Background: an optimization exercise with open tools, aiming at small area, a short achievable clock period and few clock cycles. Do not read the settings as production practice.
No functional check of the RTL was part of any run shown here.
No activity file was given, so power comes from the tool's default toggle rates.

==> flow/design.v <==
module control_unit (
    input wire clk,
    input wire reset,
    input wire [7:0] data_in,
    output reg rd,
    output reg wr,
    output reg [1:0] mop
);
    wire [3:0] op    = data_in[7:4];
    wire       fetch = !rd && !wr;
    always @(posedge clk or posedge reset) begin
        if (reset) begin
            rd <= 1'b0;
            wr <= 1'b0;
        end else begin
            rd <= fetch && (op[3:2] == 2'b00) && (op[1:0] != 2'b00) ||
                  fetch && (op == 4'h4);
            wr <= fetch && (op == 4'h5);
        end
    end
    always @(posedge clk)
        mop <= data_in[5:4];
endmodule
module datapath (
    input wire clk,
    input wire reset,
    input wire [7:0] data_in,
    input wire rd,
    input wire wr,
    input wire [1:0] mop,
    output reg [7:0] acc,
    output reg [7:0] addr
);
    reg  [7:0] pc;         
    reg        carry;
    wire       dsel = rd || wr;
    wire       sub  = (mop == 2'b10);
    wire [7:0] d   = data_in;
    wire [3:0] op  = data_in[7:4];
    wire [3:0] opd = data_in[3:0];
    wire       fetch = !dsel;
    wire       zero = (acc == 8'h00);
    reg        cond;
    always @(*) begin
        case (op[1:0])
            2'b00: cond = 1'b0;      
            2'b01: cond = 1'b1;      
            2'b10: cond = zero;      
            default: cond = carry;   
        endcase
    end
    wire       tk   = fetch && (op[3:2] == 2'b10) && cond;    
    wire [7:0] pc_s = dsel ? pc : pc + 8'h01;                  
    wire [7:0] pc_n = tk ? {4'h0, opd} : pc_s;
    wire       mem  = fetch && (op != 4'h0) && (op[3:1] <= 3'b010);
    wire [7:0] ad_n = mem ? {4'h0, opd} : pc_n;
    always @(posedge clk or posedge reset) begin
        if (reset) begin
            pc   <= 8'h00;
            addr <= 8'h00;
        end else begin
            pc   <= pc_n;
            addr <= ad_n;
        end
    end
    wire [7:0] ax = acc ^ {8{sub}};
    wire [7:0] g0 = ax & d;
    wire [7:0] p0 = ax | d;
    wire [7:0] g1, p1, g2, p2, g3;
    genvar i;
    generate
        for (i = 0; i < 8; i = i + 1) begin : pf
            if (i >= 1) begin : l1
                assign g1[i] = g0[i] | (p0[i] & g0[i-1]);
                assign p1[i] = p0[i] & p0[i-1];
            end else begin : l1z
                assign g1[i] = g0[i];
                assign p1[i] = p0[i];
            end
            if (i >= 2) begin : l2
                assign g2[i] = g1[i] | (p1[i] & g1[i-2]);
                assign p2[i] = p1[i] & p1[i-2];
            end else begin : l2z
                assign g2[i] = g1[i];
                assign p2[i] = p1[i];
            end
            if (i >= 4) begin : l3
                assign g3[i] = g2[i] | (p2[i] & g2[i-4]);
            end else begin : l3z
                assign g3[i] = g2[i];
            end
        end
    endgenerate
    wire [7:0] c = {g3[6:0], 1'b0};              
    wire [7:0] h = acc ^ d;                      
    wire is_ar = rd && (mop[1] ^ mop[0]);        
    wire is_and = rd && (mop == 2'b11);
    wire is_ld  = rd && (mop == 2'b00);
    wire [7:0] k = {8{is_ld}} | ({8{is_and}} & acc);
    wire is_nl = fetch && (op[3:1] == 3'b011);
    wire is_sr = fetch && (op == 4'h8);
    wire [7:0] nl = op[0] ? {acc[6:0], 1'b0} : ~acc;
    wire [7:0] sr = {1'b0, acc[7:1]};
    wire       c_nl = op[0] ? acc[7] : 1'b1;
    wire [7:0] y   = is_nl ? nl : (is_sr ? sr : ((d & k) | (acc & {8{!rd}})));
    wire       y_c = is_nl ? c_nl : (!is_sr && !rd && carry);
    wire [7:0] r1 = is_ar ? ~h : y;
    wire [7:0] r0 = is_ar ?  h : y;
    wire [7:0] acc_n = (c & r1) | (~c & r0);
    wire       c_n   = is_ar ? g3[7] : y_c;
    always @(posedge clk or posedge reset) begin
        if (reset) begin
            acc   <= 8'h00;
            carry <= 1'b0;
        end else begin
            acc   <= acc_n;
            carry <= c_n;
        end
    end
endmodule
module cpu_8bit (
    input wire clk,
    input wire reset,
    input wire [7:0] data_in,
    output wire [7:0] data_out,
    output wire [7:0] address,
    output wire mem_write
);
    wire       rd;         
    wire       wr;         
    wire [1:0] mop;        
    wire [7:0] acc;
    control_unit ctrl (
        .clk(clk),
        .reset(reset),
        .data_in(data_in),
        .rd(rd),
        .wr(wr),
        .mop(mop)
    );
    datapath dp (
        .clk(clk),
        .reset(reset),
        .data_in(data_in),
        .rd(rd),
        .wr(wr),
        .mop(mop),
        .acc(acc),
        .addr(address)
    );
    assign data_out  = acc;
    assign mem_write = wr;
endmodule
==> flow/flow/run.sh <==
#!/bin/bash
# Standard layout, except:
#  - synthesis maps with flow/abc.script and without full/half-adder cells,
#  - the ports get plain buffers,
#  - resizing may change a cell's footprint.
F=$(pwd)/flow
export FLOW_ABC_SCRIPT=$F/abc.script
export BUFFER_PORTS_ARGS="-buffer_cell sky130_fd_sc_hd__buf_2"
bash standard.sh SYNTH_SCRIPT=$F/synth_abc.tcl ADDER_MAP_FILE= MATCH_CELL_FOOTPRINT=0 finish > standard.log 2>&1
==> flow/flow/abc.script <==
strash
dch
map -a
topo
stime -c
buffer -c
upsize -c
dnsize -c
==> flow/flow/synth_abc.tcl <==
# synth_recipe.tcl with one change: abc runs the script in flow/abc.script
# instead of ORFS's abc_area.script. Everything else is the same.
proc synth {args} { yosys synth -nofsm -noshare {*}$args }
proc abc {args} {
  set i [lsearch -exact $args -script]
  if { $i >= 0 } { lset args [expr {$i + 1}] $::env(FLOW_ABC_SCRIPT) }
  yosys abc {*}$args
}
source $::env(SCRIPTS_DIR)/synth.tcl
# left out here: clear keep_hierarchy, flatten, clean up, hide names made inside functions, write 1_2_yosys.v
==> flow/standard.sh <==
#!/bin/bash
# synth_recipe.tcl (not shown) runs the flow's synth.tcl, then flattens the netlist and writes it again
# the make line also repeats each setting of config.mk as NAME=value (left out here)
make -C /OpenROAD-flow-scripts/flow DESIGN_CONFIG=/design/flow/config.mk WORK_HOME=/design/flow/orfs CLKGATE_MAP_FILE= SYNTH_SCRIPT=/design/flow/synth_recipe.tcl "${@:-finish}"
==> flow/config.mk <==
export PLATFORM = sky130hd
export DESIGN_NAME = cpu_8bit
export DESIGN_NICKNAME = cpu_8bit
export VERILOG_FILES = /design/flow/design.v
export SDC_FILE = /design/flow/constraint.sdc
export NUM_CORES = 4
export LEC_CHECK = 0
export ABC_AREA = 1
export CAP_MARGIN = 20
export CORE_MARGIN = 2
export CORE_UTILIZATION = 40
export SETUP_SLACK_MARGIN = 2.2
export SLEW_MARGIN = 20
==> flow/constraint.sdc <==
create_clock -name core_clock -period 4.0 [get_ports {clk}]
set_input_delay 0.8000 -clock core_clock [delete_from_list [all_inputs] [get_ports {clk}]]
set_output_delay 0.8000 -clock core_clock [all_outputs]
set_load 0.01 [all_outputs]
==> results of run 1 <==
[routing by layer]
metal | up-vias | part of all wire (%)
met1 | 1004 | 40
met4 | 0 | 1.5
met2 | 86 | 53
li1 | 1031 | -
met3 | 8 | 5.4
met5 | - | 0
[path summary, 6_finish.rpt]
| check | cells past startpoint | slack [ns] | endpoint |
|---|---|---|---|
| setup reg to reg | 11 | 2.10 | dp.acc[5] |
| hold / removal | 2 | 0.58 | dp.addr[3] |
| hold reg to reg | 2 | 0.60 | dp.pc[7] |
| min in group core_clock | 2 | 0.60 | dp.pc[7] |
| max in group asynchronous | 2 | 2.98 | dp.acc[2] |
| setup / recovery | 11 | 2.05 | dp.acc[5] |
[cells by family (layout without fill, tap and decap cells)]
family          Yosys count  in the layout  share of synthesized area (%)
simple gates             94             94                           22.7
compound gates           70             70                           22.7
buf+inv                  49            125                           9.90
flops                    29             29                           36.8
xor+xnor                 15             15                           6.75
fa+ha+maj                 1              1                          0.579
mux                       1              1                          0.579
[registers in the layout, summed over array words and instances, names as in the netlist]
register and cells:
dp.pc 8, dp.addr 8, dp.carry 1, ctrl.mop 2, ctrl.wr 1, ctrl.rd 1
dp.acc 8
[repair_timing]
action / CTS / global route
gates resized for setup: 36 / 52
buffers inserted: 25 / 23
gates cloned: 0 / 1
setup endpoints to repair: 27 / 25
pin swaps: 16 / 19
[critical path: stages]
cell,delay [ns]
sky130_fd_sc_hd__buf_12,0.12
sky130_fd_sc_hd__clkinv_16,0.04
sky130_fd_sc_hd__a21oi_2,0.02
sky130_fd_sc_hd__o21a_1,0.12
sky130_fd_sc_hd__maj3_2,0.34
sky130_fd_sc_hd__inv_2,0.08
sky130_fd_sc_hd__nand2_2,0.06
sky130_fd_sc_hd__a21oi_2,0.12
sky130_fd_sc_hd__nor2_2,0.05
sky130_fd_sc_hd__xor2_1,0.21
sky130_fd_sc_hd__o221ai_2,0.13
[cell usage after synthesis]
cell type	n	area share, %
sky130_fd_sc_hd__a2111oi_0	3	1.4
sky130_fd_sc_hd__a21oi_1	21	5.4
sky130_fd_sc_hd__a21oi_2	2	0.90
sky130_fd_sc_hd__a221oi_1	2	0.90
sky130_fd_sc_hd__a22oi_1	1	0.39
sky130_fd_sc_hd__a311oi_1	1	0.45
sky130_fd_sc_hd__a31oi_1	1	0.32
sky130_fd_sc_hd__and2_2	1	0.39
sky130_fd_sc_hd__buf_2	1	0.26
sky130_fd_sc_hd__buf_6	1	0.58
sky130_fd_sc_hd__clkbuf_1	7	1.4
sky130_fd_sc_hd__dfrtp_1	27	35
sky130_fd_sc_hd__dfxtp_1	2	2.1
sky130_fd_sc_hd__inv_1	34	6.6
sky130_fd_sc_hd__inv_2	6	1.2
sky130_fd_sc_hd__maj3_2	1	0.58
sky130_fd_sc_hd__mux2_2	1	0.58
sky130_fd_sc_hd__nand2_1	30	5.8
sky130_fd_sc_hd__nand2_2	2	0.64
sky130_fd_sc_hd__nand3_1	6	1.5
sky130_fd_sc_hd__nand3_2	1	0.51
sky130_fd_sc_hd__nand4_1	2	0.64
sky130_fd_sc_hd__nor2_1	33	6.4
sky130_fd_sc_hd__nor2_2	2	0.64
sky130_fd_sc_hd__nor2_4	1	0.58
sky130_fd_sc_hd__nor2_8	1	1.0
sky130_fd_sc_hd__nor3_1	9	2.3
sky130_fd_sc_hd__nor4_1	4	1.3
sky130_fd_sc_hd__nor4_2	1	0.64
sky130_fd_sc_hd__o211ai_1	3	1.2
sky130_fd_sc_hd__o21a_1	1	0.39
sky130_fd_sc_hd__o21ai_0	20	5.1
sky130_fd_sc_hd__o21ai_1	1	0.26
sky130_fd_sc_hd__o21ai_2	2	0.90
sky130_fd_sc_hd__o221ai_1	4	1.8
sky130_fd_sc_hd__o221ai_2	1	0.77
sky130_fd_sc_hd__o22ai_1	4	1.3
sky130_fd_sc_hd__o311ai_0	1	0.45
sky130_fd_sc_hd__o31ai_1	1	0.39
sky130_fd_sc_hd__o41ai_1	1	0.45
sky130_fd_sc_hd__or2_2	1	0.32
sky130_fd_sc_hd__xnor2_1	6	2.7
sky130_fd_sc_hd__xor2_1	9	4.1
[cell usage in the layout (no fill, tap or decap), types with 3 or more instances in the layout]
cell type / instances
sky130_fd_sc_hd__dfrtp_1: 19
sky130_fd_sc_hd__o21ai_2: 5
sky130_fd_sc_hd__buf_2: 23
sky130_fd_sc_hd__nand2_2: 8
sky130_fd_sc_hd__nand3_2: 4
sky130_fd_sc_hd__clkbuf_8: 5
sky130_fd_sc_hd__xnor2_1: 6
sky130_fd_sc_hd__inv_2: 13
sky130_fd_sc_hd__nor3_2: 3
sky130_fd_sc_hd__xor2_1: 8
sky130_fd_sc_hd__dfrtp_2: 8
sky130_fd_sc_hd__o21ai_0: 13
sky130_fd_sc_hd__nor2_4: 4
sky130_fd_sc_hd__buf_4: 40
sky130_fd_sc_hd__nand3_1: 3
sky130_fd_sc_hd__nor2_1: 24
sky130_fd_sc_hd__a21oi_2: 3
sky130_fd_sc_hd__nor3_1: 6
sky130_fd_sc_hd__nor2_2: 8
sky130_fd_sc_hd__o211ai_1: 3
sky130_fd_sc_hd__o22ai_1: 3
sky130_fd_sc_hd__nand2_1: 24
sky130_fd_sc_hd__o21ai_1: 5
sky130_fd_sc_hd__a21oi_1: 20
sky130_fd_sc_hd__o221ai_1: 3
sky130_fd_sc_hd__inv_1: 24
sky130_fd_sc_hd__buf_6: 10
[power groups by stage]
stage	Sequential, mW	Clock [mW]	Combinational [mW]
final	0.499	0.238	0.864
after global routing	0.513	0.258	0.951
after global placement	0.507	0	0.606
after detailed placement	0.506	0	0.602
after CTS	0.505	0.240	0.689
after floorplan	0.496	0	0.445
[per-stage QoR]
stage / std cells / util, % / worst slack (ns) / instance area [sq um] / total power [mW]
after floorplan: 259 / - / 2.02 / 2000 / 0.941
after global placement: 332 / 45.9 / 1.45 / 2150 / 1.11
after detailed placement: 332 / 45.9 / 1.46 / 2150 / 1.11
after CTS: 365 / 53.4 / 2.03 / 2510 / 1.43
after global routing: 389 / 61.2 / 2.00 / 2870 / 1.72
final: 389 / 61.2 / 2.05 / 2870 / 1.60
[area by class of cell]
class | count | share of cell area (%)
Multi-Input combinational cell | 181 | 41.6
Sequential cell | 29 | 25.3
Timing Repair Buffer | 77 | 21.1
Inverter | 40 | 6.76
Clock buffer | 6 | 2.53
Tap cell | 54 | 2.35
Clock inverter | 2 | 0.349
==> run notes, run 1 <==
The run finished with no timing, DRC or antenna violations. The area of combinational cells with multiple inputs is between 1000 and 1500 sq um. The total negative setup slack is 0 ns. The worst setup path is captured at a register.

The total count of hold-check failures in the final report is 0. The internal portion of the total power is around 900 uW. The total clock sinks came out at 29. The clock period minus worst slack came out at just under 2 ns. The number of inserted diodes is 0. The core region is ~4700 sq um. For the final database, setup skew stands at roughly 0.0057 ns. The met2 demand-to-capacity share in global routing is a little under two fifths. The y dimension of the die is approximately 74 microns. In this run the static leakage power is 1.37 nW.

Global routing used between 20% and 30% of the available met1 tracks. The instance count of the mapped netlist is approximately 260. The highest clock rate came out at 513 MHz. The most utilized layer in the global route result is met2.

The total number of H-tree levels came out at 2. The growth of design area from synthesis to finish came out at 47.5%. During synthesis, Yosys emitted a total of 2 warnings. The number of nets still failing antenna checks after routing came out at 0. At the end of the flow, the number of nets in the layout was 344. The maximum fanout encountered on the critical timing path is 2.

Yosys mapped the design onto 43 distinct sky130hd cell types. Dividing total power by cell area gives a power density of ~560 nW/um^2. The routed via count divided by cell count is between 5 and 6. Per report_power, the clock group accounts for about 15% of the total.

The share of the cycle needed by the critical path after routing came out at between 40% and 50%. The aggregate global routing overflow came out at 0. The power share of the sequential group is just over 30%. In this run the clock root is driven by a sky130_fd_sc_hd__clkbuf_8. The count of buffers added on input and output ports is 26.

After clock tree synthesis, the flow added hold-fix buffers numbering 0. The number of top-level pins is 27. The clock-pin transition on the worst setup and hold timing paths is about 0.07 ns. After the first detailed-routing iteration, the DRC count stood at between 90 and 100. The worst ir drop on vdd is roughly 0.00023 V. The startpoint identified for the worst register-to-register timing path is ctrl.mop[1]. Across the run, the number of max-cap violations was 0. The maximum number of pins on one net before global-route repair is 28. TritonCTS built the clock tree. The wire length after detailed routing came out at 6020 microns. At the worst endpoint, the arrival time is roughly 2.1 ns. Routability-driven placement finished with a final weighted congestion of a little over 0.9. The worst-margin pin slew is 0.604 ns.

The switching power summed over all nets came out at around 680 uW. Net switching is between 40% and 50% of the power. The initial antenna violation count is 0. Once the floorplan was initialized, standard cells occupied between 40 and 50% of the core.

The global-route wire length before repair is about 9100 microns. The register area share after synthesis is 36.8%. Of the cells placed in the final design, the portion with a size suffix greater than 1 is between 40% and 50%. The detailed placement HPWL is 3630 microns. The path type of the worst setup path is input port to register. The average instance area after synthesis came out at about 7.5 sq um. The sequential cells in the finished layout cover a total of about 730 sq um. Setup repair after global routing could not meet its margin everywhere. The most critical setup path has its startpoint at data_in[0]. The total setup violations reported at the end of the flow came out at 0. The synthesized netlist occupies a cell area of between 1500 and 2000 sq um. The worst max-slew margin expressed relative to the limit is 59.7%. The worst hold slack after final layout came out at a little under 0.6 ns. The width of the die is 73.7 microns.

The final count of pins violating max slew came out at 0. The number of DRC violations after detailed routing came out at 0. The min-delay analysis places its worst path in the category input port to async pin. The number of global-route vias before repair came out at about 1,900.

The clock insertion delay at the later pin of the skew report came out at between 0.2 and 0.3 ns. The count of vias placed by the detailed router came out at 2,129. Of the total power, combinational logic draws 54.0%. The CTS buffer count came out at 5. The met3 layer usage reported by global route came out at between 4 and 5%. The overall track demand over capacity in global routing is between 20% and 30%. The routed length per placed instance is around 15 microns. The total die area came out at 5440 sq um. The first-pass iteration count of the detailed router is 4. The net count after synthesis is between 200 and 300.

The maximum clock insertion buffer count is 2. The post-synthesis register bit count is 29. The data required time at the worst endpoint is between 4 and 5 ns. The count of fill cells added during filler insertion is around 430.

The number of cell rows came out at 25. The worst setup path is launched from an input port.
==> inputs of run 2 (changes only) <==
--- a/flow/design.v
+++ b/flow/design.v
@@ -40,20 +40,22 @@
     wire [3:0] opd = data_in[3:0];
     wire       fetch = !dsel;
     wire       zero = (acc == 8'h00);
-    reg        cond;
+    reg        jmp, opa;
     always @(*) begin
-        case (op[1:0])
-            2'b00: cond = 1'b0;      
-            2'b01: cond = 1'b1;      
-            2'b10: cond = zero;      
-            default: cond = carry;   
+        case (op)
+            4'h1, 4'h2, 4'h3, 4'h4, 4'h5:
+                     begin jmp = 1'b0;  opa = 1'b1;  end
+            4'h9:    begin jmp = 1'b1;  opa = 1'b1;  end
+            4'hA:    begin jmp = zero;  opa = zero;  end
+            4'hB:    begin jmp = carry; opa = carry; end
+            default: begin jmp = 1'b0;  opa = 1'b0;  end
         endcase
     end
-    wire       tk   = fetch && (op[3:2] == 2'b10) && cond;    
-    wire [7:0] pc_s = dsel ? pc : pc + 8'h01;                  
+    wire       tk   = fetch && jmp;
+    wire       ao   = fetch && opa;
+    wire [7:0] pc_s = pc + {7'h00, fetch};
     wire [7:0] pc_n = tk ? {4'h0, opd} : pc_s;
-    wire       mem  = fetch && (op != 4'h0) && (op[3:1] <= 3'b010);
-    wire [7:0] ad_n = mem ? {4'h0, opd} : pc_n;
+    wire [7:0] ad_n = ao ? {4'h0, opd} : pc_s;
     always @(posedge clk or posedge reset) begin
         if (reset) begin
             pc   <= 8'h00;
--- a/flow/config.mk
+++ b/flow/config.mk
@@ -9,5 +9,5 @@
 export CAP_MARGIN = 20
 export CORE_MARGIN = 2
 export CORE_UTILIZATION = 40
-export SETUP_SLACK_MARGIN = 2.2
+export SETUP_SLACK_MARGIN = 2.0
 export SLEW_MARGIN = 20
==> run notes, run 2 <==
The run finished with no timing, DRC or antenna violations. The clock-pin transition on the worst setup and hold timing paths is approximately 0.070 ns. The die covers 5610 sq um.

The number of global-route vias before repair is around 1,700. Counting flops and latches in the post-synthesis netlist gives 29. Entering global routing, the biggest net connects 21 pins. The total setup violations reported at the end of the flow came out at 0. The async set or reset register ratio after synthesis is between 90% and 100%. Buffers placed on the I/O ports in this run total 26.

The average instance area after synthesis is between 7 and 8 sq um. The y dimension of the die is around 75 microns. The final route contains between 1,500 and 2,000 vias.

The wire length after detailed routing came out at between 5000 and 6000 microns. The clock insertion delay at the later pin of the skew report came out at between 0.2 and 0.3 ns. The library cells used most frequently in the layout, excluding fill and tap cells, are sky130_fd_sc_hd__nor2_1, sky130_fd_sc_hd__nand2_1, sky130_fd_sc_hd__inv_1. The share of final-layout standard cells stronger than drive strength 1 came out at 24.8%. STA classifies the critical path endpoint as a register.

The commonest cells after synthesis are sky130_fd_sc_hd__nor2_1, sky130_fd_sc_hd__nand2_1, sky130_fd_sc_hd__inv_1. The net count after synthesis is a little under 300. The analysis attributes to cell leakage a power of ~1.2 nW. Walking the worst path, the cells encountered are buf_2 -> inv_1 -> nor2_1 -> nand2_4 -> inv_1 -> a21oi_1 -> o311ai_0 -> o21ai_0 -> o21ai_1.

The routed length per placed instance came out at roughly 14 microns. The instance count of the mapped netlist came out at between 200 and 300. The most common cell after layout, fill and taps aside is sky130_fd_sc_hd__nor2_1.

The data required time at the worst endpoint came out at ~4.2 ns. The clock period minus worst slack is roughly 1.9 ns. The worst ir drop on vdd came out at ~0.00023 V. Counting flops with a built-in enable in the synthesized netlist gives 0. Sequential elements use approximately 36% of the synthesized area. The initial antenna violation count is 0. The area fraction of the dominant cell type after synthesis is about a third. The number of nets still failing antenna checks after routing came out at 0. The first-pass iteration count of the detailed router came out at 5. The total number of H-tree levels is 2. The routability congestion estimate from global placement is roughly 0.88.

The final count of pins violating max slew is 0. Summed over all layers, the global routing overflow is 0. Overall power consumption after layout is estimated at approximately 1.5 mW. Power spread over the standard cell area amounts to 603 nW/um^2.

The share of the cycle needed by the critical path after routing is between 40% and 50%. Setup repair after global routing left no endpoint under its margin. The total negative setup slack came out at 0 ns. The number of unique standard cell types used by synthesis came out at 39. Detailed placement finished with a half-perimeter wire length of between 3000 and 4000 microns.

The worst setup path is launched from an input port. The total clock sinks came out at 29. Among cell families on the critical path, the largest total delay comes from simple AND/OR/NAND/NOR gates. In the routed layout, each cell is associated on average with a via count of slightly above 5.

The starting density of the core is 42.0%. The buffering stage count on the worst path with inverters included came out at 3. The post-cts hold buffer count is 0. The total number of yosys warnings is 2. In this design, the critical path's most frequently occurring cell is sky130_fd_sc_hd__inv_1.

The worst-margin pin slew is between 0.4 and 0.5 ns. The overall track demand over capacity in global routing came out at 20.1%. The path type of the worst setup path is input port to register.

The critical path data arrival time came out at between 2 and 2.5 ns. The most used flip-flop cell after synthesis is sky130_fd_sc_hd__dfrtp_1. The top cell type by total area after synthesis is sky130_fd_sc_hd__dfrtp_1. The largest registers in the layout are dp.acc: 8 flops, dp.addr: 8 flops, dp.pc: 8 flops. In the post-synthesis netlist, the biggest area contributors are sky130_fd_sc_hd__dfrtp_1, sky130_fd_sc_hd__nor2_1, sky130_fd_sc_hd__nand2_1.

The highest clock rate is 515 MHz. The largest stage delay on the critical path is 0.34 ns. The area growth from synthesis to layout is 25.2%.

After floorplanning, the core was sized to cover roughly 4800 sq um. The library cell with the highest instance count after synthesis is sky130_fd_sc_hd__nor2_1. The number of top-level pins came out at 27.

The floorplan step set the die width to 74.9 microns. The number of cell rows came out at 25. The first routing iteration left 108 violations.

The number of max-cap violations is 0. The netlist area before placement came out at around 2000 sq um. The CTS tree is yes. The largest clock skew in the final design is about 0.012 ns. The CTS buffer count is 5. The total count of hold-check failures in the final report is 0. The worst hold path belongs to the class input port to async pin. Headroom to the max-slew limit came out at about 70%. The number of DRC violations after detailed routing is 0. 0 antenna diodes ended up in the layout.

The maximum fanout encountered on the critical timing path came out at 14. The net count of the finished layout is 323. The first global-routing pass estimated ~8500 microns of wire. On the critical path, the stage with the largest delay is an instance of sky130_fd_sc_hd__nor2_1. In this run the clock root is driven by a sky130_fd_sc_hd__clkbuf_8. The clock passes through at most 2 buffers.
run 2: cell types whose count changed after synthesis, sizes merged, moves of 3 or more:
cell | previous run | this run
nor4 | 5 | 1
o21ai | 23 | 31
a21oi | 23 | 15
o311ai | 1 | 4
nor3 | 9 | 6
a2111oi | 3 | 0
inv | 40 | 36
xor2 | 9 | 12
a31oi | 1 | 5
nand2 | 32 | 45
nor2 | 37 | 57
nand3 | 7 | 4
run 2: power by group:
group	total, mW	switching, mW	internal, mW	leakage (nW)
clock	0.368	0.121	0.247	0.0681
combinational	0.643	0.382	0.261	0.772
sequential	0.510	0.113	0.396	0.351
run 2: path summary, 6_finish.rpt:
check	start	slack (ns)	to	depth (start not counted)
min in group core_clock	dp.pc[7]	0.55	dp.addr[7]	2
setup / recovery	data_in[6]	2.06	dp.acc[6]	9
hold / removal	reset	0.45	dp.carry	2
hold reg to reg	dp.pc[7]	0.55	dp.addr[7]	2
max in group asynchronous	reset	3.13	dp.acc[1]	3
setup reg to reg	ctrl.rd	2.10	dp.acc[6]	9
run 2: routing by layer:
metal  GRT usage, %  wire, microns  vias up
met4           6.15            112        0
met5              0              0        -
li1               -              -     1005
met1           26.6           2290      884
met3           4.28            366       13
met2           32.8           2590       73
run 2: cell type report:
type | instances | area, sq um
clock buffer | 5 | 68.8
inverter | 36 | 135
timing repair buffer | 32 | 201
fill | 477 | 2270
sequential | 29 | 721
clock inverter | 3 | 65.1
tap | 67 | 83.8
multi-input combinational | 209 | 1240
run 2: cell families (layout without fill, tap and decap cells):
kind of cell              after synthesis  in the layout  share of synthesized area [%]
DFF                                    29             29                           35.6
and+or+nand+nor                       116            119                           23.9
buffers and inverters                  45             76                           8.64
xor gates and xnor gates               17             17                           7.77
AOI/OAI and AO/OA                      73             73                           24.1
run 2: per-stage QoR:
stage / util (%) / cells / worst slack [ns] / hold WS, ns / instance area [sq um]
floorplan: - / 280 / 1.99 / 0.514 / 2040
global placement: 46.2 / 365 / 1.45 / 0.528 / 2210
detailed placement: 46.8 / 366 / 1.47 / 0.534 / 2240
CTS: 50.5 / 375 / 2.00 / 0.460 / 2420
global route: 52.7 / 381 / 1.96 / 0.469 / 2520
finish: 52.7 / 381 / 2.06 / 0.453 / 2520
run 2: repair_timing:
| item | 4_1_cts | 5_1_grt |
|---|---|---|
| pin swaps | 2 | 7 |
| buffers inserted | 0 | 4 |
| setup endpoints to repair | 25 | 24 |
| resized for setup | 14 | 18 |
| cloned | 1 | 2 |
run 2: worst register-to-register path, cell delays in order, from the launching register on:
cell and delay (ns):
sky130_fd_sc_hd__dfrtp_2 0.51, sky130_fd_sc_hd__nor2_4 0.26, sky130_fd_sc_hd__inv_1 0.15, sky130_fd_sc_hd__nor2_2 0.21
sky130_fd_sc_hd__nand2_4 0.17, sky130_fd_sc_hd__inv_1 0.18, sky130_fd_sc_hd__a21oi_1 0.05, sky130_fd_sc_hd__o311ai_0 0.09
sky130_fd_sc_hd__o21ai_0 0.13, sky130_fd_sc_hd__o21ai_1 0.09
==> inputs of run 3 (changes only) <==
--- a/flow/config.mk
+++ b/flow/config.mk
@@ -9,5 +9,5 @@
 export CAP_MARGIN = 20
 export CORE_MARGIN = 2
 export CORE_UTILIZATION = 40
-export SETUP_SLACK_MARGIN = 2.0
+export SETUP_SLACK_MARGIN = 2.3
 export SLEW_MARGIN = 20
==> run notes, run 3 <==
The data required time at the worst endpoint is ~4.2 ns. The y dimension of the die came out at ~75 microns. The growth of design area from synthesis to finish came out at 54.8%. The clock root buffer is sky130_fd_sc_hd__clkbuf_8. The combinational share of power came out at 55.5%.

Clock tree synthesis inserted a total of 5 buffers. The internal power of the cells totals about 950 uW. The global-route wire length before repair came out at approximately 9300 microns. The count of vias placed by the detailed router is 2,184. The worst hold path belongs to the class register to register. The number of inserted diodes is 0. The final count of pins violating max slew is 0.

Ranked by total cell area, the synthesized netlist is headed by sky130_fd_sc_hd__dfrtp_1, sky130_fd_sc_hd__nor2_1, sky130_fd_sc_hd__nand2_1. The number of nets still failing antenna checks after routing is 0. Setup repair after global routing could not meet its margin everywhere.

The number of max-cap violations is 0. For this run, the share of the core covered by cells in the final layout is 65.1%. The number of top-level pins is 27. In this run, the number of DRC markers left after iteration 0 of detailed routing was 117. The library cell used most frequently in the layout, excluding fill and tap cells, is sky130_fd_sc_hd__nand2_1. At the pin with the least slew margin, the transition time is about 0.65 ns. The post-placement cell area is 2250 sq um. The critical path data arrival time came out at 2.05 ns. The worst setup path is launched from a register. The number of cell rows came out at 25. The most used flip-flop cell after synthesis is sky130_fd_sc_hd__dfrtp_1. The number of unique standard cell types used by synthesis came out at 39. The finished layout holds between 400 and 500 standard cells, fillers aside.

In this run the cell area of the synthesized design comes to between 2000 and 2500 sq um. The async set or reset register ratio after synthesis is a little over 90%. Entering global routing, the biggest net connects 16 pins. The overall track demand over capacity in global routing came out at roughly 22%. The finished cells cover 3110 sq um. The routed length per placed instance is 14.8 microns. The total setup violations reported at the end of the flow is 0. The switching part of the total power came out at 43.6%. The post-route netlist has 45.8% of its cells at a drive strength greater than 1.

The number of placed instances, taps included, is ~370. The core region is around 4800 sq um. For this run, the register share of the synthesized area comes to about 36%. Once detailed placement completed, the half-perimeter wirelength came to about 3700 microns.

The die covers ~5600 sq um. For this configuration, the core starts out at a cell density of around 42%. In this run the tightest slew margin relative to its limit is 56.3%. The depth of the most critical reg-to-reg path came out at 13. The total clock sinks is 29. The run finished with no timing, DRC or antenna violations. Measured along the x axis, the die boundary spans about 75 microns. The cell depth of the worst min-delay path came out at 2.

After detailed routing, the number of vias per cell comes to approximately 5.2. Dividing total power by cell area gives a power density of ~540 nW/um^2. The area fraction of the dominant cell type after synthesis is 33.6%. The number of DRC violations after detailed routing came out at 0. The number of global-route vias before repair came out at 2,033. In this run, the clock network consumes 14.8% of the power. The maximum fanout encountered on the critical timing path came out at 7. The post-synthesis register bit count came out at 29.

The total negative setup slack came out at 0 ns. Ranked by instance count, the synthesized netlist is headed by sky130_fd_sc_hd__nor2_1, sky130_fd_sc_hd__nand2_1, sky130_fd_sc_hd__inv_1. The wire length after detailed routing came out at around 6200 microns. The clock-pin transition on the worst setup and hold timing paths is 0.07 ns.

The final layout net count is between 300 and 400. The largest clock skew in the final design is 0.0104 ns. The routability congestion estimate from global placement is between 0.8 and 0.9.

In the layout the commonest cells are sky130_fd_sc_hd__nand2_1, sky130_fd_sc_hd__buf_4, sky130_fd_sc_hd__nor2_1. The pre-antenna-repair detailed-routing pass consisted of 4 iterations. In the final layout, the registers with the most flip-flops are dp.acc: 8 flops, dp.addr: 8 flops, dp.pc: 8 flops.

Timing would allow up to approximately 530 MHz. The worst setup path is of the register to register kind. The switching power summed over all nets is 735 uW.

The maximum clock insertion buffer count came out at 2. The number of enable-type register cells in the synthesized netlist is 0. The clock period minus worst slack is 1.88 ns.

The share of the cycle needed by the critical path after routing is ~47%. The capturing element type of the critical path is a register. In this run the static leakage power is 1.42 nW. The total number of yosys warnings is 2.

The count of input and output buffers came out at 26. At the later pin of the worst-skew pair, clock insertion delay measures 0.29 ns. Each instance of the synthesized netlist takes up on average between 7 and 8 sq um. The worst ir drop on vdd is 0.000277 V. The library cell with the highest instance count after synthesis is sky130_fd_sc_hd__nor2_1. In this run the number of H-tree levels came out at 2. Synthesis produced 280 cells.

The total count of hold-check failures in the final report came to 0. The number of nets handed over by synthesis was 290. The power share of the sequential group came out at around 30%. The aggregate global routing overflow came out at 0. The initial antenna violation count is 0.

The CTS tree is yes. Of all cell types, the one taking the most synthesized area is sky130_fd_sc_hd__dfrtp_1.
## run 3: path summary, 6_finish.rpt
kind                             start  slack [ns]         end
max                        ctrl.mop[1]        2.12   dp.acc[7]
min reg2reg                   dp.pc[7]        0.56    dp.pc[7]
min                           dp.pc[7]        0.56    dp.pc[7]
max in group asynchronous        reset        2.79  dp.addr[3]
max reg2reg                ctrl.mop[1]        2.12   dp.acc[7]
min in group asynchronous        reset        0.58     ctrl.wr
## run 3: worst max-delay path, stage by stage, from the launching register on
cell and delay [ns]:
sky130_fd_sc_hd__dfxtp_2 0.35, sky130_fd_sc_hd__inv_4 0.05, sky130_fd_sc_hd__nor2_8 0.16, sky130_fd_sc_hd__buf_6 0.13, sky130_fd_sc_hd__xor2_2 0.14, sky130_fd_sc_hd__nand2_1 0.07
sky130_fd_sc_hd__nand2_1 0.08, sky130_fd_sc_hd__nand2_2 0.06, sky130_fd_sc_hd__inv_2 0.07, sky130_fd_sc_hd__a21oi_4 0.07, sky130_fd_sc_hd__a32oi_2 0.30, sky130_fd_sc_hd__nand2_1 0.08
sky130_fd_sc_hd__nand2_1 0.08, sky130_fd_sc_hd__o221ai_2 0.09
## run 3: power by group through the flow
stage | sequential (mW) | clock, mW | combinational, mW
final | 0.501 | 0.249 | 0.936
after floorplan | 0.514 | 0 | 0.453
after detailed placement | 0.509 | 0 | 0.618
after global routing | 0.517 | 0.255 | 1.03
after CTS | 0.494 | 0.246 | 0.763
after global placement | 0.508 | 0 | 0.615
## run 3: stage by stage
step                setup slack (ns)  hold WS (ns)  power (mW)
global route                    1.99         0.625        1.80
detailed placement              1.64         0.538        1.13
CTS                             2.19         0.546        1.50
global placement                1.68         0.531        1.12
finish                          2.12         0.564        1.69
floorplan                       1.99         0.514       0.966
## run 3: cell type report
type | count | area (sq um)
Fill cell | 396 | 1670
Multi-Input combinational cell | 208 | 1440
Sequential cell | 29 | 732
Timing Repair Buffer | 73 | 624
Inverter | 36 | 148
Tap cell | 67 | 83.8
Clock buffer | 5 | 68.8
Clock inverter | 3 | 17.5
## run 3: metal layers
layer  track usage, %  routed length [microns]
met3             3.75                      265
met4             10.5                      155
met1             27.2                     2670
met2             36.9                     3130
met5                0                        0
## run 3: kinds of logic (layout without fill, tap and decap cells)
kind of cell / after synthesis / after routing / synth area share (%)
simple gates: 116 / 118 / 23.9
compound gates: 73 / 73 / 24.1
buf+inv: 45 / 117 / 8.64
flops: 29 / 29 / 35.6
xor+xnor: 17 / 17 / 7.77
## run 3: repair_timing
action                                  in CTS  in global routing
endpoints found under the setup margin      32                 30
pin swaps                                   20                 31
buffers inserted                            17                 27
hold buffers                                 0                  0
gates cloned                                 3                  0
gates resized for setup                     55                 61
==> inputs of run 4 (changes only) <==
==> flow/flow/abc.script (replaced) <==
strash
dch
map -D 800
topo
stime -c
buffer -c
upsize -c -D 800
dnsize -c -D 800
--- a/flow/config.mk
+++ b/flow/config.mk
@@ -9,5 +9,5 @@
 export CAP_MARGIN = 20
 export CORE_MARGIN = 2
 export CORE_UTILIZATION = 40
-export SETUP_SLACK_MARGIN = 2.3
+export SETUP_SLACK_MARGIN = 2.2
 export SLEW_MARGIN = 20
==> run notes, run 4 <==
The number of nets in the synthesized netlist is around 340. The startpoint identified for the worst register-to-register timing path is ctrl.mop[0]. Setup repair after global routing could not meet its margin everywhere. Hold is met by roughly 0.58 ns. Subtracting the final worst setup slack from the clock period gives between 1.5 and 2 ns. In this run the worst hold path is classified as input port to async pin. In this run the horizontal extent of the chip is 79.6 microns. During synthesis, Yosys emitted a total of 2 warnings. The detailed router put a total of 2990 microns of wire on met1.

In this run the remaining antenna-violating nets after routing total 0. The most numerous cell type found on the critical path is sky130_fd_sc_hd__buf_6. The most used flip-flop cell after synthesis is sky130_fd_sc_hd__dfrtp_1.

Dividing the detail-routed wire length by the instance count gives approximately 16 microns. sky130_fd_sc_hd__nand2_1 is the most common cell in the netlist. The post-placement cell area is approximately 2400 sq um. Max-cap violations in this run came to 0. The share of the cycle needed by the critical path after routing came out at ~45%.

The largest registers in the layout are dp.acc: 8 flops, dp.addr: 8 flops, dp.pc: 8 flops. In the final layout, the share of cells above drive strength 1 is roughly 29%. The clock arrives with around 0.011 ns of skew.

The average instance area after synthesis is 7.04 sq um. The final route contains between 2,000 and 3,000 vias. The maximum number of pins on one net before global-route repair came out at 28. The number of top-level pins came out at 27. The path length in cells of the critical path came out at 2.

The initial antenna violation count came to 0. The violation count after the first detailed-route iteration is roughly 200. The total number of H-tree levels is 2.

The synthesized design spends more area on one cell type than any other, namely sky130_fd_sc_hd__dfrtp_1. The top cell types in the final layout, fill and taps aside, are sky130_fd_sc_hd__nand2_1, sky130_fd_sc_hd__nand3_1, sky130_fd_sc_hd__buf_4. By count the netlist is led by sky130_fd_sc_hd__nand2_1, sky130_fd_sc_hd__nand3_1, sky130_fd_sc_hd__dfrtp_1, sky130_fd_sc_hd__inv_1, sky130_fd_sc_hd__nor2_1. The total count of hold-check failures in the final report is 0. The count of input and output buffers is 26.

The met3 wire length is 590 microns. The critical path goes through buf_6 -> buf_6. The total setup violations reported at the end of the flow is 0. The largest family of logic cells by synthesized area is simple AND/OR/NAND/NOR gates.

The critical path startpoint category is a register. The routability congestion estimate from global placement came out at between 0.8 and 0.9. After legalization and detailed placement, the total HPWL measured between 4000 and 5000 microns.

The aggregate global routing overflow is 0. The CTS buffer count came out at 5. Ranked by total cell area, the synthesized netlist is headed by sky130_fd_sc_hd__dfrtp_1, sky130_fd_sc_hd__nand2_1, sky130_fd_sc_hd__nand3_1.

Broken down by cell family, the worst path's largest delay share belongs to flip-flops. The post-layout instance area came out at between 2000 and 3000 sq um. The worst register-to-register path ends at dp.acc[4]. The critical path data arrival time is 0.98 ns. The areal power density over the cells came out at between 500 and 600 nW/um^2. On the critical path, the stage with the largest delay is an instance of sky130_fd_sc_hd__dfrtp_2. The mux cell area share after synthesis came out at 0%. The switching power summed over all nets came out at 721 uW.

The post-synthesis share of cell area spent on xor and xnor gates came out at approximately 2.7%. The power share of the sequential group came out at around a third. The initial utilization of the core area, before any placement, comes to between 40% and 50%.

The number of inserted diodes came out at 0. The wire length after detailed routing came out at around 7300 microns. The first-pass iteration count of the detailed router came out at 8. The capturing element type of the critical path is an output port. The total clock sinks came out at 29. Counting distinct cell types in the post-synthesis netlist gives 40.

The number of cell rows came out at 27. The largest stage delay on the critical path is ~0.45 ns. The async set or reset register ratio after synthesis is a little over 90%. The clock-pin transition on the worst setup and hold timing paths is ~0.070 ns. The switching part of the total power came out at ~46%. The global-route wire length before repair came out at 11,600 microns. The number of global-route vias before repair is 2,376. The total die area came out at roughly 6300 sq um.

The total leakage power came out at around 1.4 nW. The adder and majority gate portion of the synthesized area is 0%. Internal power comes to roughly 860 uW. The relative contribution of the clock network to total power is roughly 16%.

The combinational share of power is between 50% and 60%. The number of placed instances with taps included is just over 400. The compound-gate portion of the synthesized area came out at approximately 23%. The placeable core area came out at 5510 sq um. For the worst flop-to-flop path, the logic depth is 8. The register area share after synthesis is a little under a third. The area fraction of the dominant cell type after synthesis is 29.5%. The worst max-slew margin expressed relative to the limit is between 50% and 60%. The worst ir drop on vdd is around 0.00022 V. The netlist area before placement came out at around 2300 sq um. After detailed routing, the number of remaining DRC violations is 0.

The routed via count divided by cell count is 5.86. The run finished with no timing, DRC or antenna violations. The CTS tree is yes. In the detailed route, the total length drawn on met2 is 3570 microns. The post-route non-filler standard cell count is between 400 and 500. The post-synthesis register bit count came out at 29.

The buffering stage count on the worst path with inverters included is 2. The final layout net count came out at between 300 and 400. The synthesized netlist devotes 33.5% of its cell area to simple gates. The number of enable-type register cells in the synthesized netlist came out at 0. The total negative setup slack came out at 0 ns. The clock insertion delay at the later pin of the skew report came out at 0.29 ns. In this run the worst path has a maximum fanout of 5. The instance count of the mapped netlist came out at 325. The library cell used most frequently in the layout, excluding fill and tap cells, is sky130_fd_sc_hd__nand2_1.

The internal reg-to-reg setup slack came out at between 2 and 2.5 ns. The maximum clock insertion buffer count is 2. The final count of pins violating max slew came out at 0. For this run, the total global-route usage over all layers was measured as between 20% and 30%. The growth of design area from synthesis to finish is 27.0%.

Derived from the worst setup path, the maximum achievable clock frequency is about 560 MHz. After detailed routing, no signal wire sits above met4. Clock tree synthesis selected as its root buffer the cell sky130_fd_sc_hd__clkbuf_8. The worst-margin pin slew came out at slightly above 0.6 ns. The data required time at the worst endpoint came out at ~3.2 ns. The critical path is of the register to output port type. The y dimension of the die is between 70 and 80 microns.
[run 4: cell types whose count changed in the layout (fill, tap and decap cells not counted), sizes merged, moves of 6 or more]
cell	before	now
nand4	2	8
nand2	47	79
nor2	57	30
a21oi	15	24
xor2	12	6
nand3	4	39
buf	72	54
[run 4: cells by family after synthesis]
logic type / Yosys count
buffers and inverters: 47
XOR/XNOR: 7
flip-flops: 29
AO/OA/AOI/OAI: 82
AND/OR/NAND/NOR: 160
[run 4: layout make-up]
cell class | instances | area (sq um)
multi-input combinational | 251 | 1430
inverter | 33 | 144
timing repair buffer | 55 | 433
clock buffer | 6 | 72.6
fill | 549 | 2600
tap | 72 | 90.1
clock inverter | 2 | 10.0
sequential | 29 | 731
[run 4: timing repair]
| action | CTS | global route |
|---|---|---|
| buffers inserted | 11 | 17 |
| gates resized for setup | 15 | 35 |
| pin swaps | 4 | 15 |
| cloned | 1 | 2 |
| setup endpoints to repair | 28 | 26 |
| hold buffers | 0 | 0 |
[run 4: per-layer routing]
metal  vias to the layer above  GRT usage, %
li1                       1236             -
met1                      1209          30.2
met2                       148          39.6
met3                        32          4.19
met4                         0          8.28
met5                         -             0
[run 4: through the flow]
step	power (mW)	util, %	worst slack [ns]
after floorplan	1.02	-	2.09
after global placement	1.19	44.1	1.72
after detailed placement	1.19	44.1	1.68
after CTS	1.46	48.1	2.20
after global routing	1.72	52.8	2.14
final	1.59	52.8	2.22
[run 4: worst max-delay path by stage]
stage,endpoint,from,slack [ns]
final,data_out[4],dp.acc[4],2.22
after global routing,dp.acc[4],ctrl.mop[0],2.14
after CTS,data_out[2],dp.acc[2],2.20
after detailed placement,dp.addr[0],data_in[4],1.68
after global placement,dp.addr[0],data_in[4],1.72
after floorplan,dp.acc[6],data_in[5],2.09
[run 4: worst register-to-register path, stage by stage, from the launching register on]
cell and delay [ns]:
sky130_fd_sc_hd__dfxtp_1 0.46, sky130_fd_sc_hd__inv_2 0.15, sky130_fd_sc_hd__nand2_4 0.17, sky130_fd_sc_hd__nand2_1 0.10
sky130_fd_sc_hd__nand3_1 0.14, sky130_fd_sc_hd__nand4_1 0.20, sky130_fd_sc_hd__nand2_1 0.18, sky130_fd_sc_hd__o21ai_0 0.10
sky130_fd_sc_hd__o22ai_1 0.15
[run 4: power by group through the flow]
stage / Clock, mW / Combinational (mW) / Sequential (mW)
2_1_floorplan: 0 / 0.530 / 0.488
3_3_place_gp: 0 / 0.675 / 0.517
3_5_place_dp: 0 / 0.677 / 0.518
4_1_cts: 0.249 / 0.699 / 0.516
5_1_grt: 0.267 / 0.929 / 0.520
6_report: 0.250 / 0.826 / 0.509
==> inputs of run 5 (changes only) <==
==> flow/flow/abc.script (replaced) <==
strash
dch
map -D 1000
topo
stime -c
buffer -c
upsize -c -D 1000
dnsize -c -D 1000
==> run notes, run 5 <==
Across every metal layer, demand over resource in global routing totals between 20% and 30%. In the synthesized netlist the dominant register cell turns out to be sky130_fd_sc_hd__dfrtp_1. The register area share after synthesis is about a third. The number of unique standard cell types used by synthesis is 41. The y dimension of the die came out at about 76 microns. The count of fill cells added during filler insertion is between 500 and 600. The tree built by TritonCTS fans out to 29 sinks.

The maximum fanout encountered on the critical timing path came out at 4. After Yosys synthesis, and, or, nand and nor cells account for a little over a quarter of the synthesized area. STA classifies the critical path startpoint as an input port. Leaving out filler cells and counting taps, the final layout contains about 400. The total setup violations reported at the end of the flow is 0. The data required time at the worst endpoint came out at between 4 and 5 ns. The growth of design area from synthesis to finish came out at 33.6%. The most common cell after layout, fill and taps aside is sky130_fd_sc_hd__nand2_1. The total number of H-tree levels came out at 2. The detailed placement HPWL came out at between 3000 and 4000 microns.

The number of placed instances with taps included came out at approximately 380. For the worst setup path, the data arrival time is between 1.5 and 2 ns. The net count after synthesis is ~300. The design draws 1.52 mW. The post-cts hold buffer count came out at 0.

The setup slack at placement came out at between 1.5 and 2 ns. The clock period minus worst slack came out at roughly 1.8 ns. Yosys instantiated no cell more often than sky130_fd_sc_hd__nand2_1. The number of inserted diodes is 0. The path type of the worst setup path is input port to register. The number of max-cap violations came out at 0. The share of the cycle needed by the critical path after routing came out at between 40% and 50%.

The relative contribution of the clock network to total power is between 10% and 20%. The largest family of logic cells by synthesized area is simple AND/OR/NAND/NOR gates. For the worst-skew pair, the clock arrives at the later sink with an insertion delay of just under 0.3 ns. The largest registers in the layout are dp.acc: 8 flops, dp.addr: 8 flops, dp.pc: 8 flops.

The violation count after the first detailed-route iteration came out at 137. The width of the die came out at between 70 and 80 microns. The highest clock rate is between 500 and 600 MHz. In this run, CTS created clock tree buffers numbering 5. The initial antenna violation count is 0. The analysis attributes to net switching a power of 671 uW. The share of total power dissipated in sequential elements is around a third.

The number of DRC violations after detailed routing came out at 0. The largest clock skew in the final design came out at between 0.009 and 0.01 ns. The top cell type by total area after synthesis is sky130_fd_sc_hd__dfrtp_1. The final layout net count is 350. The count of vias placed by the detailed router is 2,170. In this run the clock root is driven by a sky130_fd_sc_hd__clkbuf_8. The count of input and output buffers came out at 26. The flow ran to the end and the layout has no timing, DRC or antenna violations.

The number of global-route vias before repair is about 2,000. The total leakage power came out at about 1.3 nW. At the pin with the least slew margin, the transition time is between 0.6 and 0.7 ns. The switching part of the total power is between 40% and 50%.

The slack of the critical path is roughly 2.2 ns. The worst ir drop on vdd came out at between 0.0002 and 0.0003 V. The number of enable-type register cells in the synthesized netlist is 0. The synthesized netlist occupies a cell area of slightly above 2000 sq um. The async set or reset register ratio after synthesis is ~93%.

The total die area is 5730 sq um. Measured against the total synthesized area, the mux share comes to 0%. After routing, the total negative slack on setup checks comes to 0 ns. The final count of pins violating max slew was 0. Dividing the detail-routed wire length by the instance count gives roughly 15 microns. The aggregate global routing overflow is 0. The placeable core area is 5040 sq um.

Power spread over the standard cell area amounts to 553 nW/um^2. The clock-pin transition on the worst setup and hold timing paths came out at 0.06 ns. The cell count after synthesis came out at between 200 and 300.

The wire length after detailed routing came out at around 6300 microns. The adder and majority gate portion of the synthesized area came out at 0%. The routability congestion estimate from global placement came out at around 0.87. The total count of hold-check failures in the final report came out at 0.

The worst max-slew margin expressed relative to the limit is roughly three fifths. Ranked by total cell area, the synthesized netlist is headed by sky130_fd_sc_hd__dfrtp_1, sky130_fd_sc_hd__nand2_1, sky130_fd_sc_hd__nor2_1. The initial utilization of the core area, before any placement, comes to 40.8%. The worst setup path is captured at a register. The min-delay analysis places its worst path in the category register to register. The routed via count divided by cell count is approximately 5.3. The post-placement cell area is roughly 2200 sq um. For this run, the number of Yosys warnings is 2. The combinational share of power is approximately half.

The internal portion of total power came out at between 800 and 900 uW. Setup repair after global routing could not meet its margin everywhere. Cells fill 54.5% of the core in the end. The maximum number of pins on one net before global-route repair came out at 28.

The number of top-level pins came out at 27. The compound-gate portion of the synthesized area is roughly a quarter. The count of nets left with antenna violations once routing finished came out at 0. The post-layout instance area came out at between 2000 and 3000 sq um. The global-route wire length before repair is about 9900 microns.

In this run the biggest area consumer among cell types represents 32.8% of the synthesized area. The post-synthesis register bit count came out at 29. Counting instances in the post-synthesis netlist gives the leading cell types as sky130_fd_sc_hd__nand2_1, sky130_fd_sc_hd__nor2_1, sky130_fd_sc_hd__o21ai_0. No sink is reached through more buffers than the 2 on the longest clock path.

Of the total synthesized cell area, the portion taken by XOR and XNOR cells is 6.81%. The average instance area after synthesis is between 7 and 8 sq um. The first-pass iteration count of the detailed router came out at 4. The number of cell rows came out at 26.

Hold is met by around 0.55 ns. In the final layout, the share of cells above drive strength 1 is approximately 36%. The top cell types in the final layout, fill and taps aside, are sky130_fd_sc_hd__nand2_1, sky130_fd_sc_hd__nor2_1, sky130_fd_sc_hd__buf_2, sky130_fd_sc_hd__buf_4, sky130_fd_sc_hd__o21ai_0. The CTS tree is yes.
[run 5: changes by cell type after synthesis, moves of 4 or more]
cell and delta:
sky130_fd_sc_hd__o2111ai_1 -4, sky130_fd_sc_hd__o211ai_1 -4, sky130_fd_sc_hd__xor2_1 +4, sky130_fd_sc_hd__a21oi_1 -5, sky130_fd_sc_hd__nand2_1 -24, sky130_fd_sc_hd__o21ai_0 +11, sky130_fd_sc_hd__buf_6 -5, sky130_fd_sc_hd__nand4_1 -8
sky130_fd_sc_hd__o22ai_1 -4, sky130_fd_sc_hd__xnor2_1 +5, sky130_fd_sc_hd__nor2_1 +20, sky130_fd_sc_hd__nand3_1 -27
[run 5: cell type report]
| type | instances | area [sq um] | share of cell area [%] |
|---|---|---|---|
| multi-input combinational | 223 | 1360 | 49.5 |
| sequential | 29 | 731 | 26.6 |
| tap | 70 | 87.6 | 3.19 |
| inverter | 32 | 134 | 4.87 |
| clock inverter | 3 | 17.5 | 0.637 |
| timing repair buffer | 49 | 350 | 12.7 |
| clock buffer | 5 | 68.8 | 2.50 |
[run 5: power by group through the flow]
stage | sequential (mW) | combinational (mW) | clock (mW)
6_report | 0.518 | 0.756 | 0.246
3_5_place_dp | 0.511 | 0.625 | 0
3_3_place_gp | 0.511 | 0.619 | 0
5_1_grt | 0.539 | 0.852 | 0.267
2_1_floorplan | 0.497 | 0.475 | 0
4_1_cts | 0.513 | 0.665 | 0.250
[run 5: worst paths after layout]
| path | start | endpoint | slack, ns | depth (start not counted) |
|---|---|---|---|---|
| max in group asynchronous | reset | ctrl.rd | 2.99 | 2 |
| min in group asynchronous | reset | dp.acc[4] | 0.57 | 2 |
| worst max-delay path | data_in[7] | dp.acc[7] | 2.20 | 9 |
| worst min register to register | dp.pc[7] | dp.pc[7] | 0.55 | 2 |
| worst min-delay path | dp.pc[7] | dp.pc[7] | 0.55 | 2 |
| worst max register to register | dp.acc[5] | dp.addr[6] | 2.23 | 8 |
[run 5: critical path, stage by stage]
cell	delay [ns]
sky130_fd_sc_hd__clkbuf_4	0.15
sky130_fd_sc_hd__clkinvlp_4	0.14
sky130_fd_sc_hd__nor2_4	0.16
sky130_fd_sc_hd__buf_4	0.14
sky130_fd_sc_hd__nand3_2	0.10
sky130_fd_sc_hd__o211ai_1	0.13
sky130_fd_sc_hd__o21ai_1	0.12
sky130_fd_sc_hd__o21ai_1	0.14
sky130_fd_sc_hd__o21ai_1	0.08
[run 5: timing repair]
item                       CTS  global route
pin swaps                   15            18
setup endpoints to repair   25            27
resized for setup           29            37
cloned                       3             1
buffers inserted            11            11
[run 5: layer usage]
| metal | share of wire (%) | GRT usage, % |
|---|---|---|
| met5 | 0 | 0 |
| met1 | 40 | 28.3 |
| met4 | 3.1 | 10.1 |
| met2 | 50 | 40.0 |
| met3 | 7.4 | 5.16 |
[run 5: logic make-up after synthesis]
group / Yosys count
AOI/OAI and AO/OA: 82
xor gates and xnor gates: 16
buffers and inverters: 40
DFF: 29
and+or+nand+nor: 122

## port drivers added, routing unchanged
No port has a modelled driver above. Below, the same layouts with a new extraction and two added sets of constraints. Step 1, drivers: a clkbuf_16 drives clk and a buf_2 each remaining input, both assumed. Step 2 moves the port delays by t, midway between the first and last clock arrival at a register: inputs arrive t later, outputs are due t later. That takes back most of the time a late clock gives input paths. a / b / c = ideal ports / drivers / drivers and shift; a / b = the first two.
| run | shift t [ns] | setup WS [ns] | worst setup path after step 2 | pins driven straight from the clock port |
|---|---|---|---|---|
| run 1 | 0.308 | 2.051 / 2.034 / 1.726 | input to register | 1 |
| run 2 | 0.309 | 2.060 / 2.064 / 1.755 | input to register | 1 |
| run 3 | 0.316 | 2.117 / 2.117 / 1.839 | input to register | 1 |
| run 4 | 0.318 | 2.217 / 2.187 / 1.885 | input to register | 1 |
| run 5 | 0.316 | 2.204 / 2.146 / 1.831 | input to register | 1 |
After both steps setup and hold are still met in every run listed. The setup slack of run 5, which loses most, moves by -0.058 ns with the drivers and by -0.373 ns with both steps.
